Context: an optimization exercise on an open-source flow, tuned for small area, a short achievable clock period and few clock cycles per item. The choices shown serve that exercise and are no tape-out recipe. In this exercise RTL edits were held to simulation tests only and were not proved equivalent to the original.

$ cat config.mk
export PLATFORM = sky130hd
export DESIGN_NAME = chacha20
export DESIGN_NICKNAME = chacha20
export VERILOG_FILES = /design/flow/design.v
export SDC_FILE = /design/flow/constraint.sdc
export NUM_CORES = 8
export LEC_CHECK = 0
export CAP_MARGIN = 15
export CORE_MARGIN = 2
export CORE_UTILIZATION = 35
export GPL_ROUTABILITY_DRIVEN = 0
export SETUP_SLACK_MARGIN = 3
export SLEW_MARGIN = 15
$ cat constraint.sdc
create_clock -name core_clock -period 14.0 [get_ports {clock}]
set_input_delay 2.8000 -clock core_clock [delete_from_list [all_inputs] [get_ports {clock}]]
set_output_delay 2.8000 -clock core_clock [all_outputs]
set_load 0.01 [all_outputs]
$ cat design.v
`default_nettype none
module chacha20(input wire clock,
                input wire reset,  
                input wire start,
                input  wire [255:0] key,
                input  wire [63:0] index,  
                input  wire [63:0] nonce,
                output reg done,
                output wire [511:0] out);
    function automatic [31:0] LE32(input [31:0] a);
        LE32 = {a[7:0], a[15:8], a[23:16], a[31:24]};
    endfunction
    function automatic [31:0] ADD(input [31:0] a, input [31:0] b);
        reg [31:0] p, g, pp, gg, c;
        begin
        p = a ^ b; g = a & b; pp = p; gg = g;
        gg[31] = gg[31] | (pp[31] & gg[30]); pp[31] = pp[31] & pp[30];
        gg[29] = gg[29] | (pp[29] & gg[28]); pp[29] = pp[29] & pp[28];
        gg[27] = gg[27] | (pp[27] & gg[26]); pp[27] = pp[27] & pp[26];
        gg[25] = gg[25] | (pp[25] & gg[24]); pp[25] = pp[25] & pp[24];
        gg[23] = gg[23] | (pp[23] & gg[22]); pp[23] = pp[23] & pp[22];
        gg[21] = gg[21] | (pp[21] & gg[20]); pp[21] = pp[21] & pp[20];
        gg[19] = gg[19] | (pp[19] & gg[18]); pp[19] = pp[19] & pp[18];
        gg[17] = gg[17] | (pp[17] & gg[16]); pp[17] = pp[17] & pp[16];
        gg[15] = gg[15] | (pp[15] & gg[14]); pp[15] = pp[15] & pp[14];
        gg[13] = gg[13] | (pp[13] & gg[12]); pp[13] = pp[13] & pp[12];
        gg[11] = gg[11] | (pp[11] & gg[10]); pp[11] = pp[11] & pp[10];
        gg[9] = gg[9] | (pp[9] & gg[8]); pp[9] = pp[9] & pp[8];
        gg[7] = gg[7] | (pp[7] & gg[6]); pp[7] = pp[7] & pp[6];
        gg[5] = gg[5] | (pp[5] & gg[4]); pp[5] = pp[5] & pp[4];
        gg[3] = gg[3] | (pp[3] & gg[2]); pp[3] = pp[3] & pp[2];
        gg[1] = gg[1] | (pp[1] & gg[0]); pp[1] = pp[1] & pp[0];
        gg[31] = gg[31] | (pp[31] & gg[29]); pp[31] = pp[31] & pp[29];
        gg[30] = gg[30] | (pp[30] & gg[29]); pp[30] = pp[30] & pp[29];
        gg[27] = gg[27] | (pp[27] & gg[25]); pp[27] = pp[27] & pp[25];
        gg[26] = gg[26] | (pp[26] & gg[25]); pp[26] = pp[26] & pp[25];
        gg[23] = gg[23] | (pp[23] & gg[21]); pp[23] = pp[23] & pp[21];
        gg[22] = gg[22] | (pp[22] & gg[21]); pp[22] = pp[22] & pp[21];
        gg[19] = gg[19] | (pp[19] & gg[17]); pp[19] = pp[19] & pp[17];
        gg[18] = gg[18] | (pp[18] & gg[17]); pp[18] = pp[18] & pp[17];
        gg[15] = gg[15] | (pp[15] & gg[13]); pp[15] = pp[15] & pp[13];
        gg[14] = gg[14] | (pp[14] & gg[13]); pp[14] = pp[14] & pp[13];
        gg[11] = gg[11] | (pp[11] & gg[9]); pp[11] = pp[11] & pp[9];
        gg[10] = gg[10] | (pp[10] & gg[9]); pp[10] = pp[10] & pp[9];
        gg[7] = gg[7] | (pp[7] & gg[5]); pp[7] = pp[7] & pp[5];
        gg[6] = gg[6] | (pp[6] & gg[5]); pp[6] = pp[6] & pp[5];
        gg[3] = gg[3] | (pp[3] & gg[1]); pp[3] = pp[3] & pp[1];
        gg[2] = gg[2] | (pp[2] & gg[1]); pp[2] = pp[2] & pp[1];
        gg[31] = gg[31] | (pp[31] & gg[27]); pp[31] = pp[31] & pp[27];
        gg[30] = gg[30] | (pp[30] & gg[27]); pp[30] = pp[30] & pp[27];
        gg[29] = gg[29] | (pp[29] & gg[27]); pp[29] = pp[29] & pp[27];
        gg[28] = gg[28] | (pp[28] & gg[27]); pp[28] = pp[28] & pp[27];
        gg[23] = gg[23] | (pp[23] & gg[19]); pp[23] = pp[23] & pp[19];
        gg[22] = gg[22] | (pp[22] & gg[19]); pp[22] = pp[22] & pp[19];
        gg[21] = gg[21] | (pp[21] & gg[19]); pp[21] = pp[21] & pp[19];
        gg[20] = gg[20] | (pp[20] & gg[19]); pp[20] = pp[20] & pp[19];
        gg[15] = gg[15] | (pp[15] & gg[11]); pp[15] = pp[15] & pp[11];
        gg[14] = gg[14] | (pp[14] & gg[11]); pp[14] = pp[14] & pp[11];
        gg[13] = gg[13] | (pp[13] & gg[11]); pp[13] = pp[13] & pp[11];
        gg[12] = gg[12] | (pp[12] & gg[11]); pp[12] = pp[12] & pp[11];
        gg[7] = gg[7] | (pp[7] & gg[3]); pp[7] = pp[7] & pp[3];
        gg[6] = gg[6] | (pp[6] & gg[3]); pp[6] = pp[6] & pp[3];
        gg[5] = gg[5] | (pp[5] & gg[3]); pp[5] = pp[5] & pp[3];
        gg[4] = gg[4] | (pp[4] & gg[3]); pp[4] = pp[4] & pp[3];
        gg[31] = gg[31] | (pp[31] & gg[23]); pp[31] = pp[31] & pp[23];
        gg[30] = gg[30] | (pp[30] & gg[23]); pp[30] = pp[30] & pp[23];
        gg[29] = gg[29] | (pp[29] & gg[23]); pp[29] = pp[29] & pp[23];
        gg[28] = gg[28] | (pp[28] & gg[23]); pp[28] = pp[28] & pp[23];
        gg[27] = gg[27] | (pp[27] & gg[23]); pp[27] = pp[27] & pp[23];
        gg[26] = gg[26] | (pp[26] & gg[23]); pp[26] = pp[26] & pp[23];
        gg[25] = gg[25] | (pp[25] & gg[23]); pp[25] = pp[25] & pp[23];
        gg[24] = gg[24] | (pp[24] & gg[23]); pp[24] = pp[24] & pp[23];
        gg[15] = gg[15] | (pp[15] & gg[7]); pp[15] = pp[15] & pp[7];
        gg[14] = gg[14] | (pp[14] & gg[7]); pp[14] = pp[14] & pp[7];
        gg[13] = gg[13] | (pp[13] & gg[7]); pp[13] = pp[13] & pp[7];
        gg[12] = gg[12] | (pp[12] & gg[7]); pp[12] = pp[12] & pp[7];
        gg[11] = gg[11] | (pp[11] & gg[7]); pp[11] = pp[11] & pp[7];
        gg[10] = gg[10] | (pp[10] & gg[7]); pp[10] = pp[10] & pp[7];
        gg[9] = gg[9] | (pp[9] & gg[7]); pp[9] = pp[9] & pp[7];
        gg[8] = gg[8] | (pp[8] & gg[7]); pp[8] = pp[8] & pp[7];
        gg[31] = gg[31] | (pp[31] & gg[15]); pp[31] = pp[31] & pp[15];
        gg[30] = gg[30] | (pp[30] & gg[15]); pp[30] = pp[30] & pp[15];
        gg[29] = gg[29] | (pp[29] & gg[15]); pp[29] = pp[29] & pp[15];
        gg[28] = gg[28] | (pp[28] & gg[15]); pp[28] = pp[28] & pp[15];
        gg[27] = gg[27] | (pp[27] & gg[15]); pp[27] = pp[27] & pp[15];
        gg[26] = gg[26] | (pp[26] & gg[15]); pp[26] = pp[26] & pp[15];
        gg[25] = gg[25] | (pp[25] & gg[15]); pp[25] = pp[25] & pp[15];
        gg[24] = gg[24] | (pp[24] & gg[15]); pp[24] = pp[24] & pp[15];
        gg[23] = gg[23] | (pp[23] & gg[15]); pp[23] = pp[23] & pp[15];
        gg[22] = gg[22] | (pp[22] & gg[15]); pp[22] = pp[22] & pp[15];
        gg[21] = gg[21] | (pp[21] & gg[15]); pp[21] = pp[21] & pp[15];
        gg[20] = gg[20] | (pp[20] & gg[15]); pp[20] = pp[20] & pp[15];
        gg[19] = gg[19] | (pp[19] & gg[15]); pp[19] = pp[19] & pp[15];
        gg[18] = gg[18] | (pp[18] & gg[15]); pp[18] = pp[18] & pp[15];
        gg[17] = gg[17] | (pp[17] & gg[15]); pp[17] = pp[17] & pp[15];
        gg[16] = gg[16] | (pp[16] & gg[15]); pp[16] = pp[16] & pp[15];
        c = {gg[30:0], 1'b0};
        ADD = p ^ c;
        end
    endfunction
    localparam CONST = 128'h657870616e642033322d62797465206b;
    wire [511:0] init = {CONST, key, LE32(index[31:0]), LE32(index[63:32]), nonce};
    reg [4:0] i;  
    reg [31:0] y [0:15];  
    wire [31:0] xi [0:15];
    wire [31:0] h [0:15];
    wire ld = start;
    wire fin = i == 5'd19;
    genvar j;
    generate for (j = 0; j < 16; j = j + 1) begin: g_init
        assign xi[j] = LE32(init[511 - 32*j -: 32]);
    end endgenerate
    generate for (j = 0; j < 4; j = j + 1) begin: g_h2
        wire [31:0] a2 = ADD(y[j], y[4+j]);
        wire [31:0] t2 = y[12+j] ^ a2;
        wire [31:0] d2 = {t2[23:0], t2[31:24]};
        wire [31:0] c2 = ADD(y[8+j], d2);
        wire [31:0] t3 = y[4+j] ^ c2;
        wire [31:0] b2 = {t3[24:0], t3[31:25]};
        assign h[     (4-j)%4] = a2;
        assign h[4 +  (5-j)%4] = b2;
        assign h[8 +  (6-j)%4] = c2;
        assign h[12 + (7-j)%4] = d2;
    end endgenerate
    generate for (j = 0; j < 4; j = j + 1) begin: g_h1
        wire [31:0] ai = ld ? xi[j]    : fin ? xi[4+j] : h[j];
        wire [31:0] bi = ld ? xi[4+j]  : h[4+j];
        wire [31:0] ci = ld ? xi[8+j]  : h[8+j];
        wire [31:0] di = ld ? xi[12+j] : h[12+j];
        wire [31:0] s1 = ADD(ai, bi);
        wire [31:0] t0 = di ^ s1;
        wire [31:0] d1 = {t0[15:0], t0[31:16]};
        wire [31:0] s2 = ADD(ci, (fin ? xi[8+j] : d1));
        wire [31:0] t1 = bi ^ s2;
        wire [31:0] b1 = {t1[19:0], t1[31:20]};
        wire [31:0] f0 = ADD(h[j], xi[j]);
        wire [31:0] f3 = ADD(h[12+j], xi[12+j]);
        always @(posedge clock) begin
            y[j]    <= s1;
            y[4+j]  <= fin ? f0 : b1;
            y[8+j]  <= s2;
            y[12+j] <= fin ? f3 : d1;
        end
    end endgenerate
    always @(posedge clock) begin
        if (i != 5'd20) i <= i + 5'd1;
        if (start) i <= 5'd0;
        done <= fin;
        if (reset) begin
            i <= 5'd20;
            done <= 1'b0;
        end
    end
    generate for (j = 0; j < 4; j = j + 1) begin: g_out
        assign out[511 - 32*j      -: 32] = LE32(y[4+j]);
        assign out[511 - 32*(4+j)  -: 32] = LE32(y[j]);
        assign out[511 - 32*(8+j)  -: 32] = LE32(y[8+j]);
        assign out[511 - 32*(12+j) -: 32] = LE32(y[12+j]);
    end endgenerate
endmodule
$ cat flow/run.sh
#!/bin/bash
# The standard layout, with three changes: the port buffers are the smallest
# buffer cell; after global placement each output port's buffer is moved next
# to the flip-flop that drives it, so the long wire to the pin hangs on the
# buffer and not on the flip-flop; and the clock tree has no dummy loads.
set -euo pipefail
export BUFFER_PORTS_ARGS="-buffer_cell sky130_fd_sc_hd__buf_1"
export CTS_ARGS="-sink_clustering_enable -repair_clock_nets -sink_clustering_size 30 -sink_clustering_max_diameter 80 -dont_use_dummy_load"
R=orfs/results/$FLOW_PLATFORM/chacha20/base
bash standard.sh "$PWD/$R/3_3_place_gp.odb" > standard_flow_place.log 2>&1
openroad -no_init -exit flow/move_obufs.tcl > move_obufs.log 2>&1
bash standard.sh > standard_flow.log 2>&1
$ cat flow/move_obufs.tcl
# Move each output port buffer onto the flip-flop that drives it; detailed
# placement legalizes the positions later.
set odb orfs/results/$::env(FLOW_PLATFORM)/chacha20/base/3_3_place_gp.odb
read_db $odb
set block [ord::get_db_block]
set moved 0
foreach inst [$block getInsts] {
  if {![string match "output*" [$inst getName]]} continue
  set a [$inst findITerm A]
  if {$a eq "NULL"} continue
  set net [$a getNet]
  set drv ""
  foreach it [$net getITerms] { if {[$it isOutputSignal]} { set drv [$it getInst] } }
  if {$drv eq ""} continue
  lassign [$drv getLocation] x y
  $inst setLocation $x $y
  incr moved
}
puts "moved $moved output buffers"
write_db $odb
$ cat standard.sh
#!/bin/bash
# synth_recipe.tcl (not shown) runs the flow's synth.tcl, then flattens the netlist and writes it again
# the make line also repeats each setting of config.mk as NAME=value (left out here)
make -C /OpenROAD-flow-scripts/flow DESIGN_CONFIG=/design/flow/config.mk WORK_HOME=/design/flow/orfs CLKGATE_MAP_FILE= SYNTH_SCRIPT=/design/flow/synth_recipe.tcl "${@:-finish}"
==> results of run 1 <==
==> path summary, 6_finish.rpt <==
kind	endpoint	slack, ns	cells past startpoint
min	i[4]$_SDFFE_PP1P_	0.59	2
min reg2reg	i[4]$_SDFFE_PP1P_	0.59	2
max	y[6][11]$_DFF_P_	1.85	51
max reg2reg	y[6][11]$_DFF_P_	1.85	51
==> registers in the layout (all words and copies together), names as in the netlist <==
signal and flops:
y 512, done 1, i 5
==> cells in the mapped netlist (51+ instances only) <==
cell,instances
dfxtp_1,518
clkbuf_1,153
o21a_1,99
mux2_2,59
mux2i_1,141
a21o_1,210
xnor2_1,649
nor2_1,541
o21ai_0,400
nor2b_1,57
a21oi_1,448
xor2_1,391
nand2b_1,51
nor3_1,94
ha_1,619
inv_1,274
nand2_1,731
nand3_1,90
fa_1,100
==> repair_timing <==
| item | in CTS | in global routing |
|---|---|---|
| pin swaps | 198 | 315 |
| buffers inserted | 168 | 155 |
| endpoints found under the setup margin | 256 | 187 |
| gates resized for setup | 435 | 467 |
==> layer usage <==
| layer | part of all wire | GRT usage | vias up |
|---|---|---|---|
| li1 | - | - | 23994 |
| met1 | 0.31 | 0.493 | 27456 |
| met2 | 0.38 | 0.620 | 5568 |
| met3 | 0.17 | 0.217 | 1802 |
| met4 | 0.14 | 0.492 | 30 |
| met5 | 0.00051 | 0.000325 | - |
==> layout make-up <==
type                       count  area share
tap                         1903      0.0364
inverter                     274      0.0160
multi-input combinational   5271       0.663
antenna                       58     0.00222
clock buffer                  46      0.0176
sequential                   518       0.159
timing repair buffer        1331       0.105
==> stage by stage <==
stage | utilization | setup WS [ns] | TNS, ns | hold WS [ns] | cells
2_1_floorplan | - | 2.99 | 0 | 0.545 | 6245
3_3_place_gp | 0.395 | -0.0595 | -0.0595 | 0.563 | 8971
3_5_place_dp | 0.395 | -0.288 | -1.19 | 0.565 | 8971
4_1_cts | 0.428 | 2.61 | 0 | 0.584 | 9185
5_1_grt | 0.455 | 1.73 | 0 | 0.616 | 9381
6_report | 0.455 | 1.85 | 0 | 0.586 | 9401
==> cells by family (layout without fill, tap and decap cells) <==
group           after synthesis  in the layout  synth area share
mux                         200            200            0.0409
buf+inv                     456           1651            0.0337
simple gates               1776           1776             0.154
flops                       518            518             0.204
compound gates             1516           1516             0.187
other cells                   0             58                 0
fa+ha+maj                   719            719             0.192
xor+xnor                   1060           1060             0.188
==> worst max-delay path, delay by kind of cell (launching register included) <==
kind	cells	cell delay (ns)
AOI/OAI and AO/OA	26	6.37
buffers and inverters	4	0.67
xor gates and xnor gates	6	1.76
adders and majority gates	4	1.11
DFF	1	0.35
muxes	1	0.14
and+or+nand+nor	10	1.59
==> out/results.tsv, run 1 <==
stage	metric	value	unit
run_status	outcome	failed layout checks	
run_status	so_faults	max-capacitance violations, max-slew violations	
final_layout	multi_input_area	43400	sq um
clocking	cts_tree	done	
clocking	root_buffer	clkbuf_16	
grt	grt_start_max_net_pins	138	
timing	slew_headroom	-0.475	
placement	dpl_cell_area	56700	sq um
synth	synth-seq-area-share	0.204	
placement	io_buffers	899	
synth	yosys.area.top_type	dfxtp_1	
floorplanning	die_y	385	um
timing	worstMarginPinSlew	2.19	ns
setup_path	crit_type	reg -> reg	
final_layout	mostFrequentLayoutCells	buf_1, nand2_1, ha_1, xnor2_1, dfxtp_1	
routing	dr.first_iter.drc_count	10089	
synth	synth_cells	6245	
timing	rsz0062_at_grt	yes	
floorplanning	start_util	0.353	
clocking	cts_max_level	2	
timing	hold_viol_final	0	
final_layout	stdcell_area	65400	sq um
synth	synth_cell_types	89	
placement	place_hpwl	300000	um
floorplanning	die_w	385	um
grt	grt_overflow_total	0	
routing	wl_per_cell	38.3	um
min_path	hold_path.class	reg -> reg	
timing	skew	0.0776	ns
grt	grt_pass1_vias	52241	
clocking	numCtsBuffers	46	
routing	wirelength	360000	um
setup_path	crit_start	y[3][5]$_DFF_P_	
setup_path	critical_path_arrival	12.71	ns
synth	synth_area	50700	sq um
grt	antenna_found_initial	114	
clocking	hold_buffers	0	
synth	synth_ff_type	dfxtp_1	
timing	fmax	82.3	MHz
synth	ys_seq_elements	518	
setup_path	cp-end-kind	flip-flop	
setup_path	crit_top_cell	a21o_1	
setup_path	worstPathRequired	14.57	ns
final_layout	drive_above_1_share	0.163	
synth	synthTopCellsByArea	dfxtp_1, ha_1, xnor2_1, xor2_1, nand2_1	
routing	ant_nets	0	
floorplanning	rows	139	
setup_path	cp-start-kind	flip-flop	
final_layout	final_common_cell	buf_1	
clocking	path_clk_slew	0.10	ns
grt	grt_pass1_wl	453000	um
timing	slew_viol_final	6	
timing	fin_crit_sh	0.868	
min_path	hp-start	i[4]$_SDFFE_PP1P_	
synth	async_flop_share	0	
clocking	clock_latency	0.70	ns
final_layout	regArea	10400	sq um
setup_path	slowest_stage	o21ai_0	
final_layout	nNetsFinal	8548	
floorplanning	core	144000	sq um
synth	avgSynthCellArea	8.12	sq um
setup_path	max_stage_delay	1.63	ns
final_layout	syn2layout_area_growth	28.9	%
timing	setup_viol	0	
synth	synth-edff-count	0	
routing	vias_per_cell	6.26	
routing	num_vias	58850	
synth	synth_top_area_frac	0.204	
grt	grt_use_total	0.455	
synth	yosys_warnings	2	
synth	syn-num-nets	7351	
clocking	numClockSinks	518	
setup_path	worstReg2RegStart	y[3][5]$_DFF_P_	
floorplanning	pin_count	900	
clocking	ctsLongestPathBuffers	3	
floorplanning	dieArea	148000	sq um
flow_run	cap_violations	2	
routing	route.detailed.drc	0	
timing	fin_crit	12.15	ns
setup_path	cp_max_fo	6	
final_layout	nFillCells	14021	
routing	firstDrtPassIters	12	
Testbench counts, summed over its fixed seeds: cycles 5,376, blocks 256.
==> run 2, diff against run 1 <==
--- a/config.mk
+++ b/config.mk
@@ -10,4 +10,4 @@
 export CORE_UTILIZATION = 35
 export GPL_ROUTABILITY_DRIVEN = 0
-export SETUP_SLACK_MARGIN = 3
+export SETUP_SLACK_MARGIN = 2.75
 export SLEW_MARGIN = 15
==> out/results.tsv, run 2 <==
stage	metric	value	unit	change
setup_path	cp-endpoint	y[4][10]$_DFF_P_		
final_layout	top_regs	y x512, i x5, done x1		
floorplanning	start_util	0.353		unchanged
final_layout	largest_register_ffs	512		unchanged
flow_run	cap_violations	1		-1
setup_path	critical_path_arrival	12.11	ns	-0.60 ns
routing	firstDrtPassIters	8		-4
floorplanning	rows	139		unchanged
routing	dr.first_iter.drc_count	9440		-6.4%
min_path	hold_path.class	reg -> reg		
final_layout	nFillCells	14440		+3.0%
clocking	root_buffer	clkbuf_16		
grt	grt_start_max_net_pins	183		+33%
final_layout	final_common_cell	buf_1		
floorplanning	die_w	385	um	unchanged
final_layout	syn2layout_area_growth	24.6	%	
synth	syn-num-nets	7351		unchanged
clocking	hold_buffers	0		unchanged
floorplanning	pin_count	900		unchanged
clocking	ctsLongestPathBuffers	3		unchanged
setup_path	cp_max_fo	6		unchanged
synth	synth-seq-area-share	0.204		unchanged
timing	skew	0.126	ns	+0.0479 ns
synth	yosys.area.top_type	dfxtp_1		
timing	setup_viol	0		unchanged
timing	fin_tns_setup	0	ns	unchanged
grt	grt_overflow_total	0		unchanged
clocking	numCtsBuffers	45		-2.2%
synth	synth-edff-count	0		unchanged
timing	slew_viol_final	0		-6
setup_path	crit_top_cell	o21ai_2		
routing	vias_per_cell	6.19		-1.1%
clocking	cts_tree	done		
final_layout	top_register	y		
final_layout	mostFrequentLayoutCells	buf_1, nand2_1, ha_1, xnor2_1, nor2_1		
routing	num_vias	57687		-2.0%
clocking	clock_latency	0.74	ns	+0.04 ns
setup_path	crit_start	y[1][0]$_DFF_P_		
setup_path	cp-start-kind	flip-flop		
setup_path	rr_worst_depth	49		-3.9%
run_status	so_faults	max-capacitance violations		
timing	worstMarginPinSlew	1.48	ns	-0.708 ns
synth	synth_top_area_frac	0.204		unchanged
clocking	numClockSinks	518		unchanged
setup_path	worstPathRequired	14.56	ns	about the same
run_status	outcome	failed layout checks		
routing	route.detailed.drc	0		unchanged
grt	antenna_found_initial	112		-1.8%
setup_path	worstReg2RegStart	y[1][0]$_DFF_P_		
routing	ant_nets	0		unchanged
setup_path	crit_type	reg -> reg		
clocking	path_clk_slew	0.09	ns	about the same
synth	post-synth-top-count-cell	nand2_1		
placement	io_buffers	899		unchanged
placement	place_hpwl	299000	um	-0.28%
setup_path	r2r_end	y[4][10]$_DFF_P_		
synth	async_flop_share	0		unchanged
grt	grt_use_total	0.455		-0.000495
timing	hold_viol_final	0		unchanged
setup_path	cp-end-kind	flip-flop		
final_layout	utilization	0.440		-0.0153
final_layout	nNetsFinal	8445		-1.2%
synth	ys_seq_elements	518		unchanged
placement	dpl_cell_area	56800	sq um	+0.17%
setup_path	max_stage_delay	0.61	ns	-1.02 ns
timing	fin_crit	11.55	ns	-0.599 ns
synth	synth_area	50700	sq um	unchanged
grt	grt_pass1_vias	51965		-0.53%
final_layout	drive_above_1_share	0.133		-0.0301
setup_path	rrSetupSlack	2.45	ns	+0.60 ns
floorplanning	dieArea	148000	sq um	unchanged
routing	wirelength	354000	um	-1.6%
timing	fmax	86.6	MHz	+5.2%
setup_path	slowest_stage	xor2_1		
synth	synthTopCellsByArea	dfxtp_1, ha_1, xnor2_1, xor2_1, nand2_1		
synth	avgSynthCellArea	8.12	sq um	unchanged
synth	synth_cell_types	89		unchanged
timing	slew_headroom	0.00893		+0.484
routing	wl_per_cell	38.0	um	-0.73%
clocking	cts_max_level	2		unchanged
grt	grt_pass1_wl	453000	um	-0.11%
synth	synth_cells	6245		unchanged
floorplanning	die_y	385	um	unchanged
synth	synth_ff_type	dfxtp_1		
final_layout	stdcell_area	63200	sq um	-3.4%
timing	fin_crit_sh	0.825		-0.0428
floorplanning	core	144000	sq um	unchanged
synth	synth_common_cells	nand2_1, xnor2_1, ha_1		
timing	rsz0062_at_grt	yes		
synth	yosys_warnings	2		unchanged
run 2: cell counts after synthesis:
Identical to the previous run, type by type.
run 2: worst max-delay path, delay by kind of cell, from the launching register on:
family / cells / cell delay (ns)
and+or+nand+nor: 10 / 1.68
DFF: 1 / 0.37
AOI/OAI and AO/OA: 21 / 4.56
buffers and inverters: 4 / 0.52
adders and majority gates: 7 / 2.26
xor gates and xnor gates: 7 / 1.98
run 2: layer usage:
layer  vias to the layer above  routed length [um]  GRT usage
met5                         -                 434    0.00357
met4                        34               45900      0.465
met3                      1652               61000      0.248
met2                      5212              135000      0.621
met1                     26959              112000      0.481
li1                      23830                   -          -
run 2: cells by family (layout without fill, tap and decap cells):
kind of cell	after synthesis	count (layout)	synth area share
DFF	518	518	0.204
muxes	200	200	0.0409
buffers and inverters	456	1548	0.0337
and+or+nand+nor	1776	1776	0.154
other	0	75	0
AOI/OAI and AO/OA	1516	1516	0.187
adders and majority gates	719	719	0.192
xor gates and xnor gates	1060	1060	0.188
run 2: how the worst min path moves through the flow:
stage | from | slack, ns | cells past startpoint | to
6_report | i[0]$_SDFFE_PP0N_ | 0.59 | 2 | i[0]$_SDFFE_PP0N_
5_1_grt | i[4]$_SDFFE_PP1P_ | 0.61 | 2 | i[4]$_SDFFE_PP1P_
4_1_cts | i[4]$_SDFFE_PP1P_ | 0.59 | 2 | i[4]$_SDFFE_PP1P_
3_5_place_dp | i[4]$_SDFFE_PP1P_ | 0.57 | 2 | i[4]$_SDFFE_PP1P_
3_3_place_gp | i[4]$_SDFFE_PP1P_ | 0.56 | 2 | i[4]$_SDFFE_PP1P_
2_1_floorplan | i[4]$_SDFFE_PP1P_ | 0.55 | 2 | i[4]$_SDFFE_PP1P_
run 2: final cells by class:
| cell class | instances | area (sq um) | area share |
|---|---|---|---|
| Timing Repair Buffer | 1229 | 5970 | 0.0945 |
| Inverter | 274 | 1040 | 0.0164 |
| Multi-Input combinational cell | 5271 | 42100 | 0.666 |
| Tap cell | 1903 | 2380 | 0.0377 |
| Sequential cell | 518 | 10400 | 0.165 |
| Clock buffer | 45 | 1130 | 0.0178 |
| Antenna cell | 75 | 188 | 0.00297 |
run 2: stage by stage:
| step | setup WS, ns | hold WS, ns | cells |
|---|---|---|---|
| 6_report | 2.45 | 0.590 | 9315 |
| 4_1_cts | 2.75 | 0.588 | 9122 |
| 3_5_place_dp | -1.26 | 0.569 | 8991 |
| 3_3_place_gp | -1.13 | 0.561 | 8991 |
| 5_1_grt | 2.18 | 0.609 | 9284 |
| 2_1_floorplan | 2.90 | 0.545 | 6245 |
run 2: timing repair:
action	in CTS	in global routing
setup buffers	86	116
resized for setup	301	353
pin swaps	106	223
setup endpoints to repair	253	166
==> run 3, diff against run 2 <==
--- a/config.mk
+++ b/config.mk
@@ -10,4 +10,5 @@
 export CORE_UTILIZATION = 35
 export GPL_ROUTABILITY_DRIVEN = 0
-export SETUP_SLACK_MARGIN = 2.75
+export PLACE_DENSITY = 0.7
+export SETUP_SLACK_MARGIN = 2.5
 export SLEW_MARGIN = 15
==> out/results.tsv, run 3 <==
stage	metric	value	unit	change
run_status	outcome	no timing/DRC/antenna violations		
clocking	cts_tree	done		
timing	setup_viol	0		unchanged
synth	synthTopCellsByArea	dfxtp_1, ha_1, xnor2_1, xor2_1, nand2_1		
timing	slew_headroom	0.0663		+0.0574
routing	dr.first_iter.drc_count	11094		+18%
grt	grt_overflow_total	0		unchanged
setup_path	critPathBufInv	3		-1
routing	ant_nets	0		unchanged
synth	avgSynthCellArea	8.12	sq um	unchanged
timing	fin_tns_setup	0	ns	unchanged
final_layout	nNetsFinal	8356		-1.1%
clocking	path_clk_slew	0.09	ns	about the same
synth	yosys_warnings	2		unchanged
synth	synth-edff-count	0		unchanged
synth	synth_common_cells	nand2_1, xnor2_1, ha_1		
floorplanning	dieArea	148000	sq um	unchanged
final_layout	utilization	0.434		-0.00626
setup_path	crit_type	reg -> reg		
placement	io_buffers	899		unchanged
setup_path	path_delay_family	compound AO/OA/AOI/OAI gates		
final_layout	largest_register_ffs	512		unchanged
timing	fin_crit	12.05	ns	+0.499 ns
floorplanning	rows	139		unchanged
timing	fin_crit_sh	0.860		+0.0356
routing	route.detailed.drc	0		unchanged
synth	post-synth-top-count-cell	nand2_1		
floorplanning	start_util	0.353		unchanged
routing	firstDrtPassIters	17		+9
timing	skew	0.0940	ns	-0.0315 ns
final_layout	syn2layout_area_growth	22.8	%	
final_layout	multi_input_area	41900	sq um	-0.46%
grt	antenna_found_initial	157		+40%
clocking	ctsLongestPathBuffers	3		unchanged
synth	ys_seq_elements	518		unchanged
synth	yosys.area.top_type	dfxtp_1		
routing	vias_per_cell	6.45		+4.1%
min_path	hold_path.class	reg -> reg		
timing	fmax	83.0	MHz	-4.1%
clocking	hold_buffers	0		unchanged
synth	async_flop_share	0		unchanged
setup_path	slowest_stage	nor2_1		
floorplanning	die_y	385	um	unchanged
grt	grt_start_max_net_pins	157		-14%
final_layout	top_regs	y x512, i x5, done x1		
floorplanning	core	144000	sq um	unchanged
flow_run	cap_violations	0		-1
final_layout	drive_above_1_share	0.117		-0.0160
synth	synth_ff_type	dfxtp_1		
clocking	numCtsBuffers	41		-8.9%
timing	timing.hold.ws	0.584	ns	-0.00578 ns
placement	place_hpwl	298000	um	-0.41%
clocking	root_buffer	clkbuf_16		
grt	grt_pass1_wl	456000	um	+0.70%
setup_path	cp_max_fo	5		-1
final_layout	regArea	10400	sq um	about the same
floorplanning	die_w	385	um	unchanged
routing	wl_per_cell	38.8	um	+2.1%
synth	synth_area	50700	sq um	unchanged
timing	hold_viol_final	0		unchanged
timing	rsz0062_at_grt	yes		
synth	synth_cells	6245		unchanged
final_layout	mostFrequentLayoutCells	buf_1, nand2_1, ha_1, xnor2_1, nor2_1		
synth	syn-num-nets	7351		unchanged
clocking	clock_latency	0.71	ns	-0.03 ns
routing	num_vias	59649		+3.4%
synth	synth_top_area_frac	0.204		unchanged
final_layout	top_register	y		
timing	worstMarginPinSlew	1.40	ns	-0.0858 ns
clocking	numClockSinks	518		unchanged
setup_path	cp-end-kind	flip-flop		
setup_path	cp-start-kind	flip-flop		
final_layout	nFillCells	14133		-2.1%
setup_path	critical_path_arrival	12.54	ns	+0.43 ns
timing	slew_viol_final	0		unchanged
grt	grt_use_total	0.456		+0.00135
clocking	cts_max_level	2		unchanged
final_layout	final_common_cell	buf_1		
setup_path	worstPathRequired	14.49	ns	-0.07 ns
setup_path	max_stage_delay	1.00	ns	+0.39 ns
synth	synth-seq-area-share	0.204		unchanged
routing	wirelength	359000	um	+1.4%
synth	synth_cell_types	89		unchanged
floorplanning	pin_count	900		unchanged
grt	grt_pass1_vias	52967		+1.9%
run 3: layout make-up:
class                   instances  share of cell area
diodes                        101             0.00406
clock buffers                  41              0.0165
inverters                     274              0.0167
multi-input cells            5271               0.672
flip-flops and latches        518               0.167
well taps                    1903              0.0382
repair buffers               1144              0.0851
run 3: worst paths after layout:
kind / start / endpoint / slack (ns) / cells past startpoint
max: y[6][5]$_DFF_P_ / y[7][26]$_DFF_P_ / 1.95 / 49
min: i[4]$_SDFFE_PP1P_ / i[4]$_SDFFE_PP1P_ / 0.58 / 2
max reg2reg: y[6][5]$_DFF_P_ / y[7][26]$_DFF_P_ / 1.95 / 49
min reg2reg: i[4]$_SDFFE_PP1P_ / i[4]$_SDFFE_PP1P_ / 0.58 / 2
run 3: what timing repair did:
item	4_1_cts	5_1_grt
pin swaps	81	200
buffers inserted	75	91
endpoints found under the setup margin	231	183
resized for setup	244	339
run 3: routing by layer:
| metal | share of wire | wire (um) | GRT usage | vias up |
|---|---|---|---|---|
| met5 | 0.0020 | 732 | 0.0237 | - |
| met4 | 0.15 | 52300 | 0.504 | 56 |
| met3 | 0.19 | 68700 | 0.278 | 2133 |
| met2 | 0.37 | 133000 | 0.610 | 6346 |
| met1 | 0.29 | 105000 | 0.459 | 27420 |
| li1 | - | - | - | 23694 |
run 3: per-stage QoR:
| step | worst slack [ns] | std cells | instance area [sq um] |
|---|---|---|---|
| after floorplan | 2.90 | 6245 | 50700 |
| after global routing | 1.85 | 9208 | 62200 |
| final | 1.95 | 9252 | 62300 |
| after global placement | 0.114 | 8940 | 56400 |
| after CTS | 2.42 | 9056 | 59300 |
| after detailed placement | -0.0993 | 8940 | 56500 |
run 3: cell families after synthesis:
| group | synth area share |
|---|---|
| fa+ha+maj | 0.192 |
| flops | 0.204 |
| buf+inv | 0.0337 |
| mux | 0.0409 |
| simple gates | 0.154 |
| compound gates | 0.187 |
| xor+xnor | 0.188 |
run 3: tightest hold or removal path, stage by stage, from the launching register on:
cell and delay [ns]:
dfxtp_1 0.34, xnor2_1 0.12, a21o_1 0.10
==> run 4, diff against run 3 <==
--- a/config.mk
+++ b/config.mk
@@ -8,7 +8,6 @@
 export CAP_MARGIN = 15
 export CORE_MARGIN = 2
-export CORE_UTILIZATION = 35
+export CORE_UTILIZATION = 30
 export GPL_ROUTABILITY_DRIVEN = 0
-export PLACE_DENSITY = 0.7
 export SETUP_SLACK_MARGIN = 2.5
 export SLEW_MARGIN = 15
==> out/results.tsv, run 4 <==
stage	metric	value	unit	change
grt	grt_pass1_wl	473000	um	+3.8%
final_layout	mostFrequentLayoutCells	buf_1, nand2_1, ha_1, xnor2_1, nor2_1		
routing	vias_per_cell	6.08		-5.7%
floorplanning	core	168000	sq um	+17%
clocking	ctsLongestPathBuffers	3		unchanged
timing	setup_viol	0		unchanged
synth	synth_cell_types	89		unchanged
final_layout	largest_register_ffs	512		unchanged
final_layout	top_register	y		
timing	hold_viol_final	0		unchanged
floorplanning	die_y	415	um	+7.9%
floorplanning	start_util	0.303		-0.0504
floorplanning	rows	150		+7.9%
clocking	root_buffer	clkbuf_16		
routing	firstDrtPassIters	9		-8
synth	syn-num-nets	7351		unchanged
clocking	path_clk_slew	0.08	ns	about the same
synth	synth-edff-count	0		unchanged
setup_path	critical_path_arrival	12.32	ns	-0.22 ns
final_layout	syn2layout_area_growth	25.4	%	
synth	synth_cells	6245		unchanged
synth	post-synth-top-count-cell	nand2_1		
placement	place_hpwl	310000	um	+4.2%
synth	yosys_warnings	2		unchanged
final_layout	nFillCells	17115		+21%
run_status	outcome	no timing/DRC/antenna violations		
final_layout	top_regs	y x512, i x5, done x1		
setup_path	cp_max_fo	5		unchanged
clocking	hold_buffers	0		unchanged
synth	synthTopCellsByArea	dfxtp_1, ha_1, xnor2_1, xor2_1, nand2_1		
setup_path	slowest_stage	xor2_4		
grt	grt_use_total	0.408		-0.0479
routing	num_vias	58644		-1.7%
clocking	numCtsBuffers	45		+9.8%
floorplanning	pin_count	900		unchanged
routing	route.detailed.drc	0		unchanged
timing	fmax	85.0	MHz	+2.3%
routing	ant_nets	0		unchanged
final_layout	final_common_cell	buf_1		
routing	dr.first_iter.drc_count	9957		-10%
timing	timing.hold.ws	0.594	ns	+0.00946 ns
synth	ys_seq_elements	518		unchanged
timing	slew_headroom	0.0531		-0.0132
timing	slew_viol_final	0		unchanged
synth	synth_top_area_frac	0.204		unchanged
synth	synth_common_cells	nand2_1, xnor2_1, ha_1		
timing	fin_tns_setup	0	ns	unchanged
grt	met2_usage	0.571		-0.0391
synth	yosys.area.top_type	dfxtp_1		
flow_run	cap_violations	0		unchanged
clocking	cts_max_level	2		unchanged
synth	async_flop_share	0		unchanged
timing	fin_crit_sh	0.841		-0.0196
grt	grt-busiest-layer	met2		
grt	grt_use_met3	0.208		-0.0705
synth	synth_area	50700	sq um	unchanged
timing	fin_crit	11.77	ns	-0.274 ns
clocking	numClockSinks	518		unchanged
timing	rsz0062_at_grt	yes		
grt	grt_pass1_vias	52369		-1.1%
setup_path	path_delay_family	compound AO/OA/AOI/OAI gates		
setup_path	worstPathRequired	14.54	ns	+0.05 ns
final_layout	regArea	10400	sq um	-0.12%
setup_path	cp-end-kind	flip-flop		
final_layout	nNetsFinal	8460		+1.2%
timing	worstMarginPinSlew	1.41	ns	+0.0144 ns
final_layout	drive_above_1_share	0.129		+0.0117
min_path	hold_path.class	reg -> reg		
synth	synth_ff_type	dfxtp_1		
grt	grt_util_met1	0.420		-0.0393
routing	wl_per_cell	38.5	um	-0.86%
floorplanning	dieArea	172000	sq um	+16%
synth	avgSynthCellArea	8.12	sq um	unchanged
routing	wirelength	371000	um	+3.4%
setup_path	crit_type	reg -> reg		
floorplanning	die_w	415	um	+7.9%
synth	synth-seq-area-share	0.204		unchanged
grt	grt_overflow_total	0		unchanged
clocking	cts_tree	done		
placement	io_buffers	899		unchanged
clocking	clock_latency	0.73	ns	+0.02 ns
setup_path	cp-start-kind	flip-flop		
final_layout	multi_input_area	41900	sq um	+0.15%
grt	antenna_found_initial	175		+11%
setup_path	critPathBufInv	1		-2
grt	grt_start_max_net_pins	139		-11%
setup_path	max_stage_delay	0.50	ns	-0.50 ns
timing	skew	0.106	ns	+0.0115 ns
run 4: changes by cell type in the layout (fill, tap and decap cells not counted), sizes merged:
cell,change
clkbuf,+4
buf,+100
diode,-7
run 4: final timing paths:
check,start,to,slack [ns],cells after the start
worst max register to register,y[5][5]$_DFF_P_,y[4][9]$_DFF_P_,2.23,46
worst max-delay path,y[5][5]$_DFF_P_,y[4][9]$_DFF_P_,2.23,46
worst min register to register,i[0]$_SDFFE_PP0N_,i[0]$_SDFFE_PP0N_,0.59,2
worst min-delay path,i[0]$_SDFFE_PP0N_,i[0]$_SDFFE_PP0N_,0.59,2
run 4: kinds of logic after synthesis:
family	synth area share
compound gates	0.187
buf+inv	0.0337
fa+ha+maj	0.192
mux	0.0409
flops	0.204
xor+xnor	0.188
simple gates	0.154
run 4: layer usage:
layer  vias to the layer above  part of all wire
met1                     27357              0.31
met2                      5507              0.39
met3                      1820              0.16
li1                      23900                 -
met5                         -            0.0011
met4                        60              0.14
run 4: stage by stage:
step	instances	instance area, sq um	utilization	worst slack [ns]
after floorplan	6245	50700	-	2.90
after global placement	9292	57300	0.342	0.411
after detailed placement	9292	57300	0.342	0.151
after CTS	9449	60700	0.362	2.46
after global routing	9607	63500	0.379	1.98
final	9650	63600	0.380	2.23
run 4: layout make-up:
cell class                 instances  area share
clock buffer                      45      0.0177
timing repair buffer            1244      0.0963
multi-input combinational       5271       0.659
sequential                       518       0.163
tap                             2204      0.0433
inverter                         274      0.0163
antenna                           94     0.00370
run 4: worst reg2reg max path, delay by kind of cell (launching register included):
family,cells,cell delay (ns)
and+or+nand+nor,9,1.66
buffers and inverters,1,0.34
xor gates and xnor gates,7,2.21
AOI/OAI and AO/OA,24,5.20
adders and majority gates,5,1.77
DFF,1,0.45
run 4: repair_timing:
action,CTS,global route
setup endpoints to repair,228,186
setup buffers,112,102
resized for setup,257,331
pin swaps,97,242
==> run 5, diff against run 4 <==
--- a/config.mk
+++ b/config.mk
@@ -8,5 +8,5 @@
 export CAP_MARGIN = 15
 export CORE_MARGIN = 2
-export CORE_UTILIZATION = 30
+export CORE_UTILIZATION = 40
 export GPL_ROUTABILITY_DRIVEN = 0
 export SETUP_SLACK_MARGIN = 2.5
==> out/results.tsv, run 5 <==
stage	metric	value	unit	change
run_status	outcome	failed layout checks		
run_status	so_faults	max-capacitance violations, max-slew violations		
final_layout	syn2layout_area_growth	23.3	%	
setup_path	max_stage_delay	1.64	ns	+1.14 ns
clocking	hold_buffers	0		unchanged
synth	synth_area	50700	sq um	unchanged
flow_run	cap_violations	1		+1
timing	rsz0062_at_grt	yes		
final_layout	nNetsFinal	8465		+0.059%
final_layout	final_cells	9057		-6.1%
setup_path	cp-end-kind	flip-flop		
timing	setup_ws	2.33	ns	+0.100 ns
grt	grt_overflow_total	0		unchanged
clocking	numCtsBuffers	47		+4.4%
clocking	path_clk_slew	0.09	ns	about the same
clocking	numClockSinks	518		unchanged
synth	synthTopCellsByArea	dfxtp_1, ha_1, xnor2_1, xor2_1, nand2_1		
grt	grt_use_total	0.502		+0.0936
placement	place_inst	8778		-5.5%
floorplanning	rows	130		-13%
synth	synth_ff_type	dfxtp_1		
timing	fin_crit_sh	0.834		-0.00717
final_layout	top_regs	y x512, i x5, done x1		
routing	num_vias	58238		-0.69%
routing	wl_per_cell	38.1	um	-1.1%
floorplanning	die_w	360	um	-13%
clocking	ctsLongestPathBuffers	3		unchanged
setup_path	crit_top_cell	buf_4		
routing	vias_per_cell	6.43		+5.8%
timing	setup_viol	0		unchanged
grt	antenna_found_initial	83		-53%
synth	synth_top_area_frac	0.204		unchanged
synth	yosys.area.top_type	dfxtp_1		
floorplanning	pin_count	900		unchanged
timing	hold_viol_final	0		unchanged
synth	yosys_warnings	2		unchanged
placement	post-place-ws	-0.604	ns	-0.754 ns
timing	skew	0.0925	ns	-0.0131 ns
setup_path	cp-start-kind	flip-flop		
synth	post-synth-top-count-cell	nand2_1		
final_layout	largest_register_ffs	512		unchanged
clocking	cts_max_level	2		unchanged
synth	synth_cells	6245		unchanged
setup_path	worstPathRequired	14.51	ns	-0.03 ns
synth	ys_seq_elements	518		unchanged
routing	ant_nets	0		unchanged
grt	grt_start_max_net_pins	148		+6.5%
final_layout	stdcell_area	62600	sq um	-1.7%
timing	fin_crit	11.67	ns	-0.100 ns
min_path	hold_path.class	reg -> reg		
synth	synth-seq-area-share	0.204		unchanged
final_layout	drive_above_1_share	0.126		-0.00226
grt	grt_pass1_wl	444000	um	-6.2%
routing	firstDrtPassIters	10		+1
setup_path	critical_path_arrival	12.18	ns	-0.14 ns
placement	io_buffers	899		unchanged
clocking	root_buffer	clkbuf_16		
synth	synth-edff-count	0		unchanged
synth	syn-num-nets	7351		unchanged
routing	dr.first_iter.drc_count	9178		-7.8%
final_layout	mostFrequentLayoutCells	buf_1, nand2_1, ha_1, xnor2_1, nor2_1		
synth	async_flop_share	0		unchanged
routing	wirelength	345000	um	-7.2%
setup_path	crit_type	reg -> reg		
floorplanning	start_util	0.403		+0.101
synth	synth_cell_types	89		unchanged
placement	place_hpwl	289000	um	-6.9%
synth	synth_common_cells	nand2_1, xnor2_1, ha_1		
setup_path	cp_max_fo	5		unchanged
floorplanning	core	126000	sq um	-25%
final_layout	top_register	y		
timing	slew_headroom	-0.339		-0.392
clocking	clock_latency	0.74	ns	about the same
routing	route.detailed.drc	0		unchanged
grt	grt_pass1_vias	52393		+0.046%
timing	slew_viol_final	4		+4
synth	avgSynthCellArea	8.12	sq um	unchanged
clocking	cts_tree	done		
timing	fmax	85.7	MHz	+0.86%
floorplanning	dieArea	130000	sq um	-25%
timing	worstMarginPinSlew	1.99	ns	+0.585 ns
placement	dpl_cell_area	56800	sq um	-0.71%
floorplanning	die_y	360	um	-13%
final_layout	final_common_cell	buf_1		
setup_path	slowest_stage	xnor2_1		
[run 5: repair_timing]
| item | 4_1_cts | 5_1_grt |
|---|---|---|
| endpoints found under the setup margin | 210 | 171 |
| gates resized for setup | 226 | 322 |
| setup buffers | 64 | 116 |
| pin swaps | 88 | 226 |
| gates cloned | 0 | 0 |
[run 5: through the flow]
stage	util	hold slack [ns]	TNS, ns
final	0.498	0.585	0
after global routing	0.497	0.613	0
after CTS	0.475	0.587	0
after detailed placement	0.452	0.567	-2.41
after global placement	0.452	0.563	-1.43
after floorplan	-	0.545	0
[run 5: area by class of cell]
class	instances	area (sq um)
Antenna cell	50	125
Clock buffer	47	1180
Fill cell	12205	63200
Inverter	274	1040
Multi-Input combinational cell	5271	41700
Sequential cell	518	10400
Tap cell	1650	2060
Timing Repair Buffer	1247	6090
[run 5: worst paths after layout]
check / depth (start not counted) / slack, ns / startpoint / endpoint
max reg2reg: 47 / 2.33 / y[3][5]$_DFF_P_ / y[6][6]$_DFF_P_
max: 47 / 2.33 / y[3][5]$_DFF_P_ / y[6][6]$_DFF_P_
min: 2 / 0.59 / i[4]$_SDFFE_PP1P_ / i[4]$_SDFFE_PP1P_
min reg2reg: 2 / 0.59 / i[4]$_SDFFE_PP1P_ / i[4]$_SDFFE_PP1P_
[run 5: critical path, delay by kind of cell (launching register included)]
family                     cells  cell delay [ns]
DFF                            1             0.41
xor gates and xnor gates       7             3.03
AOI/OAI and AO/OA             23             4.13
buffers and inverters          5             0.84
and+or+nand+nor                8             1.63
adders and majority gates      4             1.38
[run 5: kinds of logic after synthesis]
group,synth area share
fa+ha+maj,0.192
compound gates,0.187
xor+xnor,0.188
flops,0.204
simple gates,0.154
buf+inv,0.0337
mux,0.0409
[run 5: layer usage]
metal,vias to the layer above,global-route usage,routed length (um)
met5,-,0.0248,776
met4,30,0.535,47800
met3,1792,0.270,58600
li1,23844,-,-
met1,27096,0.526,108000
met2,5476,0.683,129000
==> run 6, diff against run 5 <==
--- a/config.mk
+++ b/config.mk
@@ -8,6 +8,6 @@
 export CAP_MARGIN = 15
 export CORE_MARGIN = 2
-export CORE_UTILIZATION = 40
+export CORE_UTILIZATION = 35
 export GPL_ROUTABILITY_DRIVEN = 0
 export SETUP_SLACK_MARGIN = 2.5
-export SLEW_MARGIN = 15
+export SLEW_MARGIN = 20
==> out/results.tsv, run 6 <==
stage	metric	value	unit	change
clocking	ctsLongestPathBuffers	3		unchanged
timing	skew	0.0988	ns	+0.00633 ns
grt	grt_overflow_total	0		unchanged
final_layout	top_register	y		
synth	synth_cells	6245		unchanged
run_status	outcome	no timing/DRC/antenna violations		
synth	synthTopCellsByArea	dfxtp_1, ha_1, xnor2_1, xor2_1, nand2_1		
routing	vias_per_cell	6.18		-3.9%
setup_path	cp-start-kind	flip-flop		
final_layout	top_regs	y x512, i x5, done x1		
final_layout	stdcell_area	62200	sq um	-0.55%
clocking	path_clk_slew	0.09	ns	about the same
synth	synth_top_area_frac	0.204		unchanged
grt	grt_use_total	0.451		-0.0508
final_layout	syn2layout_area_growth	22.6	%	
setup_path	cp-end-kind	flip-flop		
routing	wl_per_cell	38.0	um	-0.25%
grt	grt_pass1_vias	51440		-1.8%
timing	rsz0062_at_grt	yes		
final_layout	mostFrequentLayoutCells	buf_1, nand2_1, ha_1, xnor2_1, nor2_1		
floorplanning	core	144000	sq um	+14%
setup_path	crit_top_cell	o21ai_2		
timing	setup_ws	2.39	ns	+0.0615 ns
final_layout	drive_above_1_share	0.114		-0.0119
placement	io_buffers	899		unchanged
routing	dr.first_iter.drc_count	9022		-1.7%
final_layout	utilization	0.433		-0.0645
synth	synth_ff_type	dfxtp_1		
timing	worstMarginPinSlew	1.44	ns	-0.551 ns
setup_path	cp_max_fo	7		+2
floorplanning	start_util	0.353		-0.0503
floorplanning	dieArea	148000	sq um	+14%
setup_path	max_stage_delay	1.04	ns	-0.60 ns
floorplanning	rows	139		+6.9%
final_layout	nNetsFinal	8389		-0.90%
synth	synth-edff-count	0		unchanged
routing	route.detailed.drc	0		unchanged
synth	avgSynthCellArea	8.12	sq um	unchanged
floorplanning	pin_count	900		unchanged
flow_run	cap_violations	0		-1
clocking	cts_tree	done		
setup_path	worstPathRequired	14.55	ns	+0.04 ns
timing	fmax	86.1	MHz	+0.53%
synth	syn-num-nets	7351		unchanged
grt	antenna_found_initial	127		+53%
routing	wirelength	351000	um	+1.9%
synth	synth_area	50700	sq um	unchanged
timing	fin_crit_sh	0.829		-0.00440
setup_path	path_delay_family	compound AO/OA/AOI/OAI gates		
placement	place_hpwl	299000	um	+3.4%
clocking	root_buffer	clkbuf_16		
synth	synth_common_cells	nand2_1, xnor2_1, ha_1		
final_layout	nFillCells	14601		+20%
min_path	hold_path.class	reg -> reg		
grt	grt_pass1_wl	450000	um	+1.3%
routing	ant_nets	0		unchanged
final_layout	final_common_cell	buf_1		
clocking	numCtsBuffers	46		-2.1%
final_layout	largest_register_ffs	512		unchanged
timing	slew_headroom	0.0340		+0.373
setup_path	critPathBufInv	2		-3
routing	firstDrtPassIters	8		-2
timing	hold_viol_final	0		unchanged
synth	async_flop_share	0		unchanged
timing	fin_crit	11.61	ns	-0.0615 ns
timing	slew_viol_final	0		-4
floorplanning	die_y	385	um	+6.8%
timing	setup_viol	0		unchanged
routing	num_vias	57160		-1.9%
floorplanning	die_w	385	um	+6.8%
clocking	numClockSinks	518		unchanged
setup_path	crit_type	reg -> reg		
clocking	clock_latency	0.74	ns	about the same
synth	yosys_warnings	2		unchanged
placement	dpl_cell_area	56900	sq um	about the same
placement	post-place-ws	-1.16	ns	-0.559 ns
synth	synth_cell_types	89		unchanged
synth	post-synth-top-count-cell	nand2_1		
grt	grt_start_max_net_pins	183		+24%
synth	yosys.area.top_type	dfxtp_1		
synth	synth-seq-area-share	0.204		unchanged
setup_path	slowest_stage	xor2_1		
synth	ys_seq_elements	518		unchanged
clocking	cts_max_level	2		unchanged
setup_path	critical_path_arrival	12.16	ns	-0.02 ns
-- run 6: worst register-to-register path: cells and delay by family, from the launching register on --
| family | cells | cell delay (ns) |
|---|---|---|
| AND/OR/NAND/NOR | 11 | 2.04 |
| buffers and inverters | 2 | 0.18 |
| XOR/XNOR | 7 | 2.81 |
| flip-flops | 1 | 0.38 |
| adder cells (fa/ha/maj) | 7 | 2.41 |
| AO/OA/AOI/OAI | 18 | 3.66 |
-- run 6: stage by stage --
step / std cells / hold WS (ns) / setup TNS [ns]
after global routing: 9225 / 0.614 / 0
after detailed placement: 8991 / 0.575 / -12.72
after floorplan: 6245 / 0.545 / 0
final: 9254 / 0.587 / 0
after global placement: 8991 / 0.561 / -11.46
after CTS: 9097 / 0.591 / 0
-- run 6: cells by family (layout without fill, tap and decap cells) --
group	count (synthesis)	after routing	share of synthesized area
buffers and inverters	456	1492	0.0337
flip-flops	518	518	0.204
AO/OA/AOI/OAI	1516	1516	0.187
other	0	70	0
AND/OR/NAND/NOR	1776	1776	0.154
adder cells (fa/ha/maj)	719	719	0.192
XOR/XNOR	1060	1060	0.188
multiplexers	200	200	0.0409
-- run 6: routing by layer --
layer,vias up,global-route usage,wire (um)
met5,-,0.000650,262
met4,38,0.458,45900
met3,1608,0.239,59500
met2,5166,0.624,135000
met1,26623,0.477,110000
li1,23725,-,-
-- run 6: worst paths after layout --
| kind | from | end | slack, ns | cells after the start |
|---|---|---|---|---|
| min | i[0]$_SDFFE_PP0N_ | i[0]$_SDFFE_PP0N_ | 0.59 | 2 |
| max reg2reg | y[5][11]$_DFF_P_ | y[4][10]$_DFF_P_ | 2.39 | 45 |
| max | y[5][11]$_DFF_P_ | y[4][10]$_DFF_P_ | 2.39 | 45 |
| min reg2reg | i[0]$_SDFFE_PP0N_ | i[0]$_SDFFE_PP0N_ | 0.59 | 2 |
-- run 6: area by class of cell --
cell class	instances	area [sq um]	share of cell area
inverters	274	1040	0.0167
well taps	1903	2380	0.0383
repair buffers	1172	5510	0.0886
flip-flops and latches	518	10400	0.167
diodes	70	175	0.00282
clock buffers	46	1150	0.0185
multi-input cells	5271	41600	0.668
-- run 6: timing repair --
action | CTS | global route
gates resized for setup | 251 | 273
buffers inserted | 60 | 87
hold buffers | 0 | 0
pin swaps | 77 | 174
endpoints found under the setup margin | 237 | 158
==> run 7, diff against run 6 <==
--- a/config.mk
+++ b/config.mk
@@ -6,5 +6,5 @@
 export NUM_CORES = 8
 export LEC_CHECK = 0
-export CAP_MARGIN = 15
+export CAP_MARGIN = 20
 export CORE_MARGIN = 2
 export CORE_UTILIZATION = 35
==> out/results.tsv, run 7 <==
stage	metric	value	unit	change
run_status	outcome	no timing/DRC/antenna violations		
routing	route.detailed.drc	0		unchanged
timing	fin_crit_sh	0.829		unchanged
synth	yosys.area.top_type	dfxtp_1		
final_layout	top_register	y		
timing	hold_viol_final	0		unchanged
final_layout	top_regs	y x512, i x5, done x1		
setup_path	cp-start-kind	flip-flop		
final_layout	syn2layout_area_growth	22.6	%	unchanged
setup_path	cp_max_fo	7		unchanged
final_layout	final_common_cell	buf_1		
synth	yosys_warnings	2		unchanged
flow_run	cap_violations	0		unchanged
placement	io_buffers	899		unchanged
timing	rsz0062_at_grt	yes		
routing	firstDrtPassIters	8		unchanged
setup_path	crit_top_cell	o21ai_2		
synth	synth-edff-count	0		unchanged
setup_path	worstPathRequired	14.55	ns	about the same
timing	slew_headroom	0.0340		unchanged
min_path	hold_path.class	reg -> reg		
grt	grt_start_max_net_pins	183		unchanged
floorplanning	pin_count	900		unchanged
grt	grt_pass1_vias	51440		unchanged
timing	worstMarginPinSlew	1.44	ns	unchanged
synth	avgSynthCellArea	8.12	sq um	unchanged
setup_path	worstReg2RegStart	y[5][11]$_DFF_P_		
setup_path	rrSetupSlack	2.39	ns	about the same
clocking	numClockSinks	518		unchanged
clocking	root_buffer	clkbuf_16		
min_path	whs_path_depth	2		unchanged
grt	antenna_found_initial	127		unchanged
synth	synthTopCellsByArea	dfxtp_1, ha_1, xnor2_1, xor2_1, nand2_1		
synth	synth_cells	6245		unchanged
grt	grt_overflow_total	0		unchanged
grt	grt_pass1_wl	450000	um	unchanged
synth	synth_top_area_frac	0.204		unchanged
timing	setup_ws	2.39	ns	unchanged
synth	synth_area	50700	sq um	unchanged
floorplanning	start_util	0.353		unchanged
floorplanning	die_y	385	um	unchanged
floorplanning	rows	139		unchanged
setup_path	crit_type	reg -> reg		
clocking	clock_latency	0.74	ns	about the same
clocking	path_clk_slew	0.09	ns	about the same
placement	post-place-ws	-1.16	ns	unchanged
min_path	hp-start	i[0]$_SDFFE_PP0N_		
final_layout	nNetsFinal	8389		unchanged
synth	post-synth-top-count-cell	nand2_1		
final_layout	mostFrequentLayoutCells	buf_1, nand2_1, ha_1, xnor2_1, nor2_1		
setup_path	r2r_end	y[4][10]$_DFF_P_		
timing	slew_viol_final	0		unchanged
synth	async_flop_share	0		unchanged
synth	synth_common_cells	nand2_1, xnor2_1, ha_1		
final_layout	drive_above_1_share	0.114		unchanged
routing	wl_per_cell	38.0	um	unchanged
placement	place_hpwl	299000	um	unchanged
setup_path	critical_path_arrival	12.16	ns	about the same
setup_path	rr_worst_depth	45		unchanged
routing	num_vias	57160		unchanged
timing	fmax	86.1	MHz	unchanged
synth	synth_cell_types	89		unchanged
routing	vias_per_cell	6.18		unchanged
routing	wirelength	351000	um	unchanged
setup_path	cp-end-kind	flip-flop		
timing	setup_viol	0		unchanged
clocking	numCtsBuffers	46		unchanged
floorplanning	dieArea	148000	sq um	unchanged
synth	syn-num-nets	7351		unchanged
clocking	cts_max_level	2		unchanged
synth	ys_seq_elements	518		unchanged
timing	skew	0.0988	ns	unchanged
min_path	min_to	i[0]$_SDFFE_PP0N_		
clocking	ctsLongestPathBuffers	3		unchanged
clocking	cts_tree	done		
timing	fin_tns_setup	0	ns	unchanged
floorplanning	core	144000	sq um	unchanged
grt	grt_use_total	0.451		unchanged
setup_path	max_stage_delay	1.04	ns	about the same
routing	dr.first_iter.drc_count	9022		unchanged
synth	synth-seq-area-share	0.204		unchanged
synth	synth_ff_type	dfxtp_1		
floorplanning	die_w	385	um	unchanged
timing	fin_crit	11.61	ns	unchanged
final_layout	largest_register_ffs	512		unchanged
routing	ant_nets	0		unchanged
setup_path	slowest_stage	xor2_1		
## run 7: cell counts in the layout (fill, tap and decap cells not counted)
Identical to the previous run, type by type.
## run 7: critical path: cells and delay by family (launching register included)
family          cells  cell delay (ns)
simple gates       11             2.04
compound gates     18             3.63
flops               1             0.38
xor+xnor            7             2.79
buf+inv             2             0.18
fa+ha+maj           7             2.40
## run 7: layout make-up
type                       count  area (sq um)
tap                         1903          2380
antenna                       70           175
timing repair buffer        1172          5510
clock buffer                  46          1150
multi-input combinational   5271         41600
fill                       14601         81400
inverter                     274          1040
sequential                   518         10400
## run 7: kinds of logic (layout without fill, tap and decap cells)
kind of cell             Yosys count  in the layout  synth area share
buffers and inverters            456           1492            0.0337
AO/OA/AOI/OAI                   1516           1516             0.187
adder cells (fa/ha/maj)          719            719             0.192
flip-flops                       518            518             0.204
multiplexers                     200            200            0.0409
AND/OR/NAND/NOR                 1776           1776             0.154
XOR/XNOR                        1060           1060             0.188
other                              0             70                 0
## run 7: worst max-delay path by stage
stage,startpoint,endpoint,slack [ns],depth (start not counted)
final,y[5][11]$_DFF_P_,y[4][10]$_DFF_P_,2.39,45
after detailed placement,y[6][0]$_DFF_P_,y[7][11]$_DFF_P_,-1.16,49
after global routing,y[5][11]$_DFF_P_,y[4][10]$_DFF_P_,2.11,51
after CTS,y[6][5]$_DFF_P_,y[7][11]$_DFF_P_,2.47,54
after global placement,y[6][0]$_DFF_P_,y[7][11]$_DFF_P_,-1.13,49
after floorplan,y[5][0]$_DFF_P_,y[4][10]$_DFF_P_,2.90,54
## run 7: per-stage QoR
stage                     cells  hold slack, ns  cell area (sq um)  utilization
final                      9254           0.587              62200        0.433
after CTS                  9097           0.591              59900        0.417
after global routing       9225           0.614              62100        0.433
after floorplan            6245           0.545              50700            -
after global placement     8991           0.561              56800        0.396
after detailed placement   8991           0.575              56900        0.396
## run 7: per-layer routing
metal  track usage  vias up  wire (um)
met3         0.239     1608      59500
met1         0.477    26623     110000
met4         0.458       38      45900
li1              -    23725          -
met5      0.000650        -        262
met2         0.624     5166     135000
## run 7: what timing repair did
| action | 4_1_cts | 5_1_grt |
|---|---|---|
| pin swaps | 77 | 174 |
| endpoints found under the setup margin | 237 | 158 |
| resized for setup | 251 | 273 |
| setup buffers | 60 | 87 |
| hold buffers | 0 | 0 |

-- afterwards: timing with drivers on the ports --
The flow's constraints put no driver on any port. The routed layouts listed below were extracted and timed again, unchanged, in two steps. Step 1: set_driving_cell puts a clkbuf_16 on clock and a buf_2 on each other input, an assumption about the parent block. Step 2 adds t to the input delays and takes it off the output delays; t is the mean of the earliest and latest rising clock arrival at the registers after step 1. Input paths then give back, and output paths get back, about the clock's delay inside the block. Three values: ideal, step 1, step 2; two values: the first two.
run | t, ns | setup WS [ns] | worst hold slack (ns) | cell pins on the clock port's net
run 1 | 0.749 | 1.855 / 1.855 / 1.855 | 0.586 / 0.586 / 0.586 | 1
run 2 | 0.756 | 2.454 / 2.454 / 2.454 | 0.590 / 0.590 / 0.590 | 1
run 3 | 0.761 | 1.955 / 1.955 / 1.955 | 0.584 / 0.584 / 0.584 | 1
run 4 | 0.770 | 2.229 / 2.229 / 2.229 | 0.594 / 0.594 / 0.594 | 1
run 5 | 0.780 | 2.329 / 2.329 / 2.329 | 0.585 / 0.585 / 0.585 | 1
run 6 | 0.779 | 2.391 / 2.391 / 2.391 | 0.587 / 0.587 / 0.587 | 1
run 7 | 0.779 | 2.391 / 2.391 / 2.391 | 0.587 / 0.587 / 0.587 | 1
